Background: an optimization exercise with open tools, aiming at small area and a short achievable clock period. Do not read the settings as production practice.
No run shown here included a check of the RTL's function; only the layout flow was run.

==> flow/design.v, too long to show whole: its modules and the start of the top module <==
// module IEEE754_Mult: 1031 lines
// module fa: 4 lines
module IEEE754_Mult
(
	input clock,
	input resetn,
	input [31:0] a,
	input [31:0] b,
	output [31:0] y
);
  // ...
==> flow/flow/run.sh <==
#!/bin/bash
set -euo pipefail
bash standard.sh SETUP_SLACK_MARGIN=7 TNS_END_PERCENT=1 "BUFFER_PORTS_ARGS=-buffer_cell sky130_fd_sc_hd__buf_2" finish > standard.log 2>&1
==> flow/standard.sh <==
#!/bin/bash
# synth_recipe.tcl (not shown) runs the flow's synth.tcl, then flattens the netlist and writes it again
# the make line also repeats each setting of config.mk as NAME=value (left out here)
make -C /OpenROAD-flow-scripts/flow DESIGN_CONFIG=/design/flow/config.mk WORK_HOME=/design/flow/orfs CLKGATE_MAP_FILE= SYNTH_SCRIPT=/design/flow/synth_recipe.tcl "${@:-finish}"
==> flow/config.mk <==
export PLATFORM = sky130hd
export DESIGN_NAME = IEEE754_Mult
export DESIGN_NICKNAME = IEEE754_Mult
export VERILOG_FILES = /design/flow/design.v
export SDC_FILE = /design/flow/constraint.sdc
export NUM_CORES = 4
export LEC_CHECK = 0
export CAP_MARGIN = 20
export CORE_MARGIN = 2
export CORE_UTILIZATION = 40
export CTS_BUF_LIST = sky130_fd_sc_hd__clkbuf_4 sky130_fd_sc_hd__clkbuf_8
export SETUP_SLACK_MARGIN = 5
export SLEW_MARGIN = 20
export SYNTH_HIERARCHICAL = 1
==> flow/constraint.sdc <==
create_clock -name core_clock -period 11.0 [get_ports {clock}]
set_input_delay 2.2000 -clock core_clock [delete_from_list [all_inputs] [get_ports {clock}]]
set_output_delay 2.2000 -clock core_clock [all_outputs]
set_load 0.01 [all_outputs]
==> results_dict.tcl, run 1 <==
set metrics [dict create \
    outcome "no timing/DRC/antenna violations" \
    synthAdderAreaFrac 0.392 \
    synth-seq-cells 114 \
    synth_top_family_by_area "adder cells" \
    ys_top_cells_by_count "xnor2_1, a22oi_1, fa_1" \
    hold_buffers 0 \
    ant_nets 0 \
    wl_per_cell_um 22.8 \
    syn-cell-area_um2 16300 \
    final_cell_mix "xnor2_1, fa_1, a22oi_1" \
    nonClkBufAreaFrac 0.0581 \
    crit_slowest_cell "or4_4" \
    synth_flop_cell "dfxtp_1" \
    reg_top3 "ma: 23 flops, one: 12 flops, two: 12 flops" \
    drt-pass1-iter-count 5 \
    drive_gt1_frac 0.164 \
    fin_ws_ps 6120 \
    route.met3.wl_um 3500 \
    via_count 12700 \
    cp_data_required_time_ps 8800 \
    r2r_end "bg1$_DFF_P_" \
    syn_to_final_growth_pct 10.4 \
    design.seq.count 114 \
    io_pins 98 \
]
==> run 2: changes to the inputs <==
--- a/flow/design.v
+++ b/flow/design.v
@@ -943,93 +943,168 @@
 	fa us898 (.a(s726), .b(c807), .c(s808), .s(s898), .co(c899));
 	wire s900, c901;
 	fa us900 (.a(c727), .b(s810), .c(c809), .s(s900), .co(c901));
 	wire s902, c903;
 	fa us902 (.a(pp310), .b(s812), .c(c811), .s(s902), .co(c903));
 	wire s904, c905;
 	fa us904 (.a(s814), .b(pp311), .c(c813), .s(s904), .co(c905));
 	wire s906 = ~c815;
-	wire [12:0] l0_s = {1'b0, c833, c831, c829, c827, c825, c823, c821, c819, c817, s816, pp2, bo[0]} + {1'b0, s834, s832, s830, s828, s826, s824, s822, s820, s818, pp27, 1'b0, pp1};
-	wire [11:0] l1_s = {1'b0, c855, c853, c851, c849, c847, c845, c843, c841, c839, c837, c835} + {1'b0, s856, s854, s852, s850, s848, s846, s844, s842, s840, s838, s836};
-	wire l1_ones = &({c855, c853, c851, c849, c847, c845, c843, c841, c839, c837, c835} ^ {s856, s854, s852, s850, s848, s846, s844, s842, s840, s838, s836});
-	wire [6:0] b0_s = {1'b0, c867, c865, c863, c861, c859, c857} + {1'b0, s868, s866, s864, s862, s860, s858};
-	wire [6:0] b1_s = {1'b0, c879, c877, c875, c873, c871, c869} + {1'b0, s880, s878, s876, s874, s872, s870};
-	wire [6:0] b2_s = {1'b0, c891, c889, c887, c885, c883, c881} + {1'b0, s892, s890, s888, s886, s884, s882};
-	wire [6:0] b3_s = {1'b0, c903, c901, c899, c897, c895, c893} + {1'b0, s904, s902, s900, s898, s896, s894};
-	wire [1:0] b4_s = {1'b0, c905} + {1'b0, s906};
+	wire [22:0] lo_x = {c855, c853, c851, c849, c847, c845, c843, c841, c839, c837, c835, c833, c831, c829, c827, c825, c823, c821, c819, c817, s816, pp2, bo[0]};
+	wire [22:0] lo_y = {s856, s854, s852, s850, s848, s846, s844, s842, s840, s838, s836, s834, s832, s830, s828, s826, s824, s822, s820, s818, pp27, 1'b0, pp1};
+	wire [22:0] lo_g = lo_x & lo_y;
+	wire [22:0] lo_t = lo_x | lo_y;
+	wire lG908 = lo_g[1] | (lo_t[1] & lo_g[0]);
+	wire lG909 = lo_g[3] | (lo_t[3] & lo_g[2]);
+	wire lT910 = lo_t[3] & lo_t[2];
+	wire lG911 = lo_g[5] | (lo_t[5] & lo_g[4]);
+	wire lT912 = lo_t[5] & lo_t[4];
+	wire lG913 = lo_g[7] | (lo_t[7] & lo_g[6]);
+	wire lT914 = lo_t[7] & lo_t[6];
+	wire lG915 = lo_g[9] | (lo_t[9] & lo_g[8]);
+	wire lT916 = lo_t[9] & lo_t[8];
+	wire lG917 = lo_g[11] | (lo_t[11] & lo_g[10]);
+	wire lT918 = lo_t[11] & lo_t[10];
+	wire lG919 = lo_g[13] | (lo_t[13] & lo_g[12]);
+	wire lT920 = lo_t[13] & lo_t[12];
+	wire lG921 = lo_g[15] | (lo_t[15] & lo_g[14]);
+	wire lT922 = lo_t[15] & lo_t[14];
+	wire lG923 = lo_g[17] | (lo_t[17] & lo_g[16]);
+	wire lT924 = lo_t[17] & lo_t[16];
+	wire lG925 = lo_g[19] | (lo_t[19] & lo_g[18]);
+	wire lT926 = lo_t[19] & lo_t[18];
+	wire lG927 = lo_g[21] | (lo_t[21] & lo_g[20]);
+	wire lT928 = lo_t[21] & lo_t[20];
+	wire lG929 = lo_g[2] | (lo_t[2] & lG908);
+	wire lG930 = lG909 | (lT910 & lG908);
+	wire lG931 = lo_g[6] | (lo_t[6] & lG911);
+	wire lT932 = lo_t[6] & lT912;
+	wire lG933 = lG913 | (lT914 & lG911);
+	wire lT934 = lT914 & lT912;
+	wire lG935 = lo_g[10] | (lo_t[10] & lG915);
+	wire lT936 = lo_t[10] & lT916;
+	wire lG937 = lG917 | (lT918 & lG915);
+	wire lT938 = lT918 & lT916;
+	wire lG939 = lo_g[14] | (lo_t[14] & lG919);
+	wire lT940 = lo_t[14] & lT920;
+	wire lG941 = lG921 | (lT922 & lG919);
+	wire lT942 = lT922 & lT920;
+	wire lG943 = lo_g[18] | (lo_t[18] & lG923);
+	wire lT944 = lo_t[18] & lT924;
+	wire lG945 = lG925 | (lT926 & lG923);
+	wire lT946 = lT926 & lT924;
+	wire lG947 = lo_g[22] | (lo_t[22] & lG927);
+	wire lT948 = lo_t[22] & lT928;
+	wire lG949 = lo_g[4] | (lo_t[4] & lG930);
+	wire lG950 = lG911 | (lT912 & lG930);
+	wire lG951 = lG931 | (lT932 & lG930);
+	wire lG952 = lG933 | (lT934 & lG930);
+	wire lG953 = lo_g[12] | (lo_t[12] & lG937);
+	wire lT954 = lo_t[12] & lT938;
+	wire lG955 = lG919 | (lT920 & lG937);
+	wire lT956 = lT920 & lT938;
+	wire lG957 = lG939 | (lT940 & lG937);
+	wire lT958 = lT940 & lT938;
+	wire lG959 = lG941 | (lT942 & lG937);
+	wire lT960 = lT942 & lT938;
+	wire lG961 = lo_g[20] | (lo_t[20] & lG945);
+	wire lT962 = lo_t[20] & lT946;
+	wire lG963 = lG927 | (lT928 & lG945);
+	wire lT964 = lT928 & lT946;
+	wire lG965 = lG947 | (lT948 & lG945);
+	wire lT966 = lT948 & lT946;
+	wire lG967 = lo_g[8] | (lo_t[8] & lG952);
+	wire lG968 = lG915 | (lT916 & lG952);
+	wire lG969 = lG935 | (lT936 & lG952);
+	wire lG970 = lG937 | (lT938 & lG952);
+	wire lG971 = lG953 | (lT954 & lG952);
+	wire lG972 = lG955 | (lT956 & lG952);
+	wire lG973 = lG957 | (lT958 & lG952);
+	wire lG974 = lG959 | (lT960 & lG952);
+	wire lG975 = lo_g[16] | (lo_t[16] & lG974);
+	wire lG976 = lG923 | (lT924 & lG974);
+	wire lG977 = lG943 | (lT944 & lG974);
+	wire lG978 = lG945 | (lT946 & lG974);
+	wire lG979 = lG961 | (lT962 & lG974);
+	wire lG980 = lG963 | (lT964 & lG974);
+	wire lG981 = lG965 | (lT966 & lG974);
+	wire [5:0] b0_s = {1'b0, c865, c863, c861, c859, c857} + {1'b0, s866, s864, s862, s860, s858};
+	wire [5:0] b1_s = {1'b0, c875, c873, c871, c869, c867} + {1'b0, s876, s874, s872, s870, s868};
+	wire [5:0] b2_s = {1'b0, c885, c883, c881, c879, c877} + {1'b0, s886, s884, s882, s880, s878};
+	wire [5:0] b3_s = {1'b0, c895, c893, c891, c889, c887} + {1'b0, s896, s894, s892, s890, s888};
+	wire [5:0] b4_s = {1'b0, c905, c903, c901, c899, c897} + {1'b0, s906, s904, s902, s900, s898};
 	reg        z2, s2;
 	reg [7:0]  e2;
-	reg lg0, lg1, lp1;
-	reg [5:0] bs0;
+	reg c23;
+	reg [4:0] bs0;
 	reg bg0;
 	reg bp0;
-	reg [5:0] bs1;
+	reg [4:0] bs1;
 	reg bg1;
 	reg bp1;
-	reg [5:0] bs2;
+	reg [4:0] bs2;
 	reg bg2;
 	reg bp2;
-	reg [5:0] bs3;
+	reg [4:0] bs3;
 	reg bg3;
 	reg bp3;
-	reg [0:0] bs4;
+	reg [4:0] bs4;
 	always @(posedge clock) begin
 		z2 <= !resetn || z1;
 		s2 <= s1;
 		e2 <= e1;
-		lg0 <= l0_s[12];
-		lg1 <= l1_s[11];
-		lp1 <= l1_ones;
-		bs0 <= b0_s[5:0];
-		bg0 <= b0_s[6];
-		bp0 <= &({c867, c865, c863, c861, c859, c857} ^ {s868, s866, s864, s862, s860, s858});
-		bs1 <= b1_s[5:0];
-		bg1 <= b1_s[6];
-		bp1 <= &({c879, c877, c875, c873, c871, c869} ^ {s880, s878, s876, s874, s872, s870});
-		bs2 <= b2_s[5:0];
-		bg2 <= b2_s[6];
-		bp2 <= &({c891, c889, c887, c885, c883, c881} ^ {s892, s890, s888, s886, s884, s882});
-		bs3 <= b3_s[5:0];
-		bg3 <= b3_s[6];
-		bp3 <= &({c903, c901, c899, c897, c895, c893} ^ {s904, s902, s900, s898, s896, s894});
-		bs4 <= b4_s[0:0];
+		c23 <= lG981;
+		bs0 <= b0_s[4:0];
+		bg0 <= b0_s[5];
+		bp0 <= &({c865, c863, c861, c859, c857} ^ {s866, s864, s862, s860, s858});
+		bs1 <= b1_s[4:0];
+		bg1 <= b1_s[5];
+		bp1 <= &({c875, c873, c871, c869, c867} ^ {s876, s874, s872, s870, s868});
+		bs2 <= b2_s[4:0];
+		bg2 <= b2_s[5];
+		bp2 <= &({c885, c883, c881, c879, c877} ^ {s886, s884, s882, s880, s878});
+		bs3 <= b3_s[4:0];
+		bg3 <= b3_s[5];
+		bp3 <= &({c895, c893, c891, c889, c887} ^ {s896, s894, s892, s890, s888});
+		bs4 <= b4_s[4:0];
 	end
-	wire cb0 = lg1 | (lp1 & lg0);
+	wire cb0 = c23;
 	wire r0_0 = bs0[0] ^ cb0;
 	wire r0_1 = bs0[1] ^ (cb0 & (&bs0[0:0]));
 	wire r0_2 = bs0[2] ^ (cb0 & (&bs0[1:0]));
 	wire r0_3 = bs0[3] ^ (cb0 & (&bs0[2:0]));
 	wire r0_4 = bs0[4] ^ (cb0 & (&bs0[3:0]));
-	wire r0_5 = bs0[5] ^ (cb0 & (&bs0[4:0]));
 	wire cb1 = bg0 | (cb0 & bp0);
 	wire r1_0 = bs1[0] ^ cb1;
 	wire r1_1 = bs1[1] ^ (cb1 & (&bs1[0:0]));
 	wire r1_2 = bs1[2] ^ (cb1 & (&bs1[1:0]));
 	wire r1_3 = bs1[3] ^ (cb1 & (&bs1[2:0]));
 	wire r1_4 = bs1[4] ^ (cb1 & (&bs1[3:0]));
-	wire r1_5 = bs1[5] ^ (cb1 & (&bs1[4:0]));
 	wire cb2 = bg1 | (cb1 & bp1);
 	wire r2_0 = bs2[0] ^ cb2;
 	wire r2_1 = bs2[1] ^ (cb2 & (&bs2[0:0]));
 	wire r2_2 = bs2[2] ^ (cb2 & (&bs2[1:0]));
 	wire r2_3 = bs2[3] ^ (cb2 & (&bs2[2:0]));
 	wire r2_4 = bs2[4] ^ (cb2 & (&bs2[3:0]));
-	wire r2_5 = bs2[5] ^ (cb2 & (&bs2[4:0]));
 	wire cb3 = bg2 | (cb2 & bp2);
 	wire r3_0 = bs3[0] ^ cb3;
 	wire r3_1 = bs3[1] ^ (cb3 & (&bs3[0:0]));
 	wire r3_2 = bs3[2] ^ (cb3 & (&bs3[1:0]));
 	wire r3_3 = bs3[3] ^ (cb3 & (&bs3[2:0]));
 	wire r3_4 = bs3[4] ^ (cb3 & (&bs3[3:0]));
-	wire r3_5 = bs3[5] ^ (cb3 & (&bs3[4:0]));
 	wire cb4 = bg3 | (cb3 & bp3);
 	wire r4_0 = bs4[0] ^ cb4;
-	wire [24:0] m2 = {r4_0, r3_5, r3_4, r3_3, r3_2, r3_1, r3_0, r2_5, r2_4, r2_3, r2_2, r2_1, r2_0, r1_5, r1_4, r1_3, r1_2, r1_1, r1_0, r0_5, r0_4, r0_3, r0_2, r0_1, r0_0};
+	wire r4_1 = bs4[1] ^ (cb4 & (&bs4[0:0]));
+	wire r4_2 = bs4[2] ^ (cb4 & (&bs4[1:0]));
+	wire r4_3 = bs4[3] ^ (cb4 & (&bs4[2:0]));
+	wire r4_4 = bs4[4] ^ (cb4 & (&bs4[3:0]));
+	wire [24:0] m2 = {r4_4, r4_3, r4_2, r4_1, r4_0, r3_4, r3_3, r3_2, r3_1, r3_0, r2_4, r2_3, r2_2, r2_1, r2_0, r1_4, r1_3, r1_2, r1_1, r1_0, r0_4, r0_3, r0_2, r0_1, r0_0};
 	wire [7:0]  e2p1 = e2 + 8'd1;
-	wire [7:0]  ey = m2[24] ? e2p1 : e2;
-	wire [22:0] my = m2[24] ? m2[23:1] : m2[22:0];
-	assign y = z2 ? 32'h00000000 : {s2, ey, my};
+	wire        sh = m2[24] & ~z2;
+	wire        nsh = ~m2[24] & ~z2;
+	wire [7:0]  ey = ({8{sh}} & e2p1) | ({8{nsh}} & e2);
+	wire [22:0] my = ({23{sh}} & m2[23:1]) | ({23{nsh}} & m2[22:0]);
+	assign y = {s2 & ~z2, ey, my};
 endmodule
 module fa (input a, input b, input c, output s, output co);
 	assign s = a ^ b ^ c;
 	assign co = (a & b) | (a & c) | (b & c);
 endmodule
==> flow/flow/run.sh (replaced) <==
#!/bin/bash
set -euo pipefail
bash standard.sh SETUP_SLACK_MARGIN=7 TNS_END_PERCENT=1 "BUFFER_PORTS_ARGS=-buffer_cell sky130_fd_sc_hd__buf_2"  finish > standard.log 2>&1
==> flow/config.mk (replaced) <==
export PLATFORM = sky130hd
export DESIGN_NAME = IEEE754_Mult
export DESIGN_NICKNAME = IEEE754_Mult
export VERILOG_FILES = /design/flow/design.v
export SDC_FILE = /design/flow/constraint.sdc
export NUM_CORES = 4
export LEC_CHECK = 0
export CAP_MARGIN = 20
export CORE_MARGIN = 2
export CORE_UTILIZATION = 40
export CTS_BUF_LIST = sky130_fd_sc_hd__clkbuf_8 sky130_fd_sc_hd__clkbuf_16
export SETUP_SLACK_MARGIN = 5
export SLEW_MARGIN = 20
export SYNTH_HIERARCHICAL = 1
==> run 2 against run 1 <==
Against the previous run:
- sequential share of layout area hardly changed
- area after synthesis is 1.8% lower
- final area hardly changed
- flip-flop and latch count is 2 lower
- final cell count is 1.0% lower
- register-to-register slack better by 240 ps
==> results_dict.tcl, run 2 <==
set metrics [dict create \
    largest_reg_flops 23 \
    min_path_type "reg -> reg" \
    ctsHtreeMaxLevel 3 \
    start_kind "flip-flop" \
    die_y_um 204 \
    yosysTopAreaCellShare 0.328 \
    rsz0062_at_grt "true" \
    outcome "no timing/DRC/antenna violations" \
    overflow 0 \
    cts_max_path_buffers 2 \
    regMostFlops "ma" \
    synth_top_area_cell "fa_1" \
    syn_inst 1583 \
    io_pins 98 \
    synthMostInstantiatedCell "xnor2_1" \
    max_freq_mhz 215 \
    cp_cell_sequence "a21o_4, nand4_4, a21oi_4, buf_12, xnor2_4, mux2_4, o221a_2, buf_2" \
    synth-async-reset-ratio 0 \
    crit_type "reg -> out" \
    viasPerCell 5.96 \
    dieArea_um2 41500 \
    fin_ws_ps 6340 \
    relSlewSlack 0.503 \
    clk-insertion-delay-late_ps 380 \
    synth.yosys.seq_area_share 0.140 \
    drive_gt1_frac 0.171 \
    clock_sinks 112 \
    postSynthAreaPerCell_um2 10.1 \
    syn_to_final_growth_pct 12.3 \
    portBuffers 97 \
    path_delay_family "compound AO/OA/AOI/OAI gates" \
    floorplan.initialDensity 0.404 \
    drt_wl_total_um 49700 \
    wl_per_cell_um 23.2 \
    grt_max_degree 34 \
    place_ws_ps 6070 \
    die_width_um 204 \
    synth_area_leaders "fa_1, xnor2_1, dfxtp_1" \
    ant_nets 0 \
    antenna_found_initial 1 \
    tritoncts "yes" \
    place_hpwl_um 32600 \
    via_count 12800 \
    syn-num-nets 1984 \
    ys_top_cells_by_count "xnor2_1, a22oi_1, fa_1" \
    yosysUniqueCellTypes 57 \
    hold_buffers 0 \
    synth-seq-cells 112 \
    period_share 0.423 \
    drt-pass1-iter-count 6 \
    drtIter0Drc 1041 \
    final_common_cell "xnor2_1" \
    cts_buffers 9 \
    grt_pass1_wl_um 77200 \
    cp_data_required_time_ps 8800 \
    final_cell_mix "xnor2_1, fa_1, a22oi_1" \
    antenna_cells 0 \
    setup_viol 0 \
    setup_tns_ps 0 \
    row_count 73 \
    synth_edf_count 0 \
    slew_viol_final 0 \
    grt_pass1_vias 13500 \
    path_max_fanout 7 \
    clock_tree.root_cell "clkbuf_16" \
    skew_ps 12.9 \
    cp-end-kind "primary output" \
    gp_congestion 0.877 \
    cap_violations 0 \
    grt_usage 0.243 \
    period_minus_slack_ps 4660 \
    synth_flop_cell "dfxtp_1" \
    final_nets 2012 \
    syn-cell-area_um2 16000 \
    reg_top3 "ma: 23 flops, one: 12 flops, two: 12 flops" \
    crit_slowest_cell "dfxtp_4" \
    worstPathArrival_ps 2460 \
    ys.warnings.count 7 \
    hold_violations 0 \
    path_buf_inv 2 \
    final_util 0.453 \
    slowest_delay_ps 380 \
    worst_pin_slew_ps 745 \
    core_area_um2 39500 \
    drc 0 \
    clk_pin_slew_ps 90 \
]
run 2: cell count changes after synthesis, sizes merged, moves of 5 or more:
cell / before / now
a21o: 24 / 14
a31oi: 0 / 6
a2111oi: 8 / 3
o21bai: 14 / 1
nand3: 8 / 13
ha: 92 / 73
run 2: through the flow:
stage | cell area, µm² | instances | hold WS [ps]
final | 17900 | 2141 | 331
after global routing | 17900 | 2141 | 337
after CTS | 17700 | 2136 | 334
after detailed placement | 17100 | 2105 | 314
after global placement | 17100 | 2105 | 310
after floorplan | 16600 | 1583 | 310
run 2: repair_timing:
action | CTS | global route
cloned | 3 | 0
setup buffers | 12 | 5
gates resized for setup | 24 | 40
pin swaps | 10 | 8
setup endpoints to repair | 58 | 58
run 2: kinds of logic (layout without fill, tap and decap cells):
logic type | Yosys count | count (layout) | share of synthesized area
simple gates | 179 | 179 | 0.0570
fa+ha+maj | 337 | 337 | 0.387
xor+xnor | 324 | 326 | 0.179
buf+inv | 229 | 260 | 0.0549
compound gates | 397 | 397 | 0.178
mux | 5 | 5 | 0.00337
flops | 112 | 112 | 0.140
run 2: final timing paths:
| path | startpoint | to | slack [ps] | cells after the start |
|---|---|---|---|---|
| max | c23$_DFF_P_ | y[7] | 6340 | 8 |
| max reg2reg | one[4]$_DFF_P_ | bs1[4]$_DFF_P_ | 6450 | 15 |
| min | e1[1]$_DFF_P_ | e2[1]$_DFF_P_ | 330 | 0 |
| min reg2reg | e1[1]$_DFF_P_ | e2[1]$_DFF_P_ | 330 | 0 |
run 2: layer usage:
layer	track usage	vias to the layer above	wire length, µm
li1	-	5496	-
met1	0.332	6510	20600
met2	0.383	640	23000
met3	0.0561	107	4830
met4	0.0772	2	1290
met5	0	-	13
run 2: worst reg2reg max path: cells and delay by family (launching register included):
family          cells  cell delay (ps)
fa+ha+maj           7             2760
compound gates      3              530
buf+inv             3              500
xor+xnor            2              380
flops               1              310
run 2: layout make-up:
| type | count | area [µm²] |
|---|---|---|
| multi-input cells | 1244 | 13200 |
| well taps | 525 | 657 |
| clock buffers | 9 | 225 |
| inverters | 78 | 293 |
| repair buffers | 166 | 1150 |
| flip-flops and latches | 112 | 2290 |
| fillers | 3775 | 21600 |
| clock inverters | 7 | 110 |
run 2: modules after synthesis (local to each module, per instance):
module | cell area (µm²) | cells
IEEE754_Mult | 10800 | 1327
fa | 20.0 | 1

afterwards: timing with drivers on the ports:
How much do the figures lean on ideal ports? The routed layouts below were timed once more, with nothing changed but the port constraints.
Step 1 assumes that a clkbuf_16 drives the clock port and a buf_2 every other input.
Step 2 moves the port delays by t, midway between the first and last clock arrival at a register: inputs arrive t later, outputs are due t later. That takes back most of the time a late clock gives input paths.
a / b / c = no drivers / after step 1 / after step 2; a / b = the first two.
run | t (ns) | setup WS [ns] | hold slack, ns | clock arrival spread, ns
run 1 | 0.493 | 6.124 / 6.078 / 6.213 | 0.331 / 0.331 / 0.331 | 0.020 / 0.020
run 2 | 0.426 | 6.345 / 6.297 / 6.451 | 0.331 / 0.331 / 0.331 | 0.013 / 0.013
After both steps every run listed still meets setup and hold.
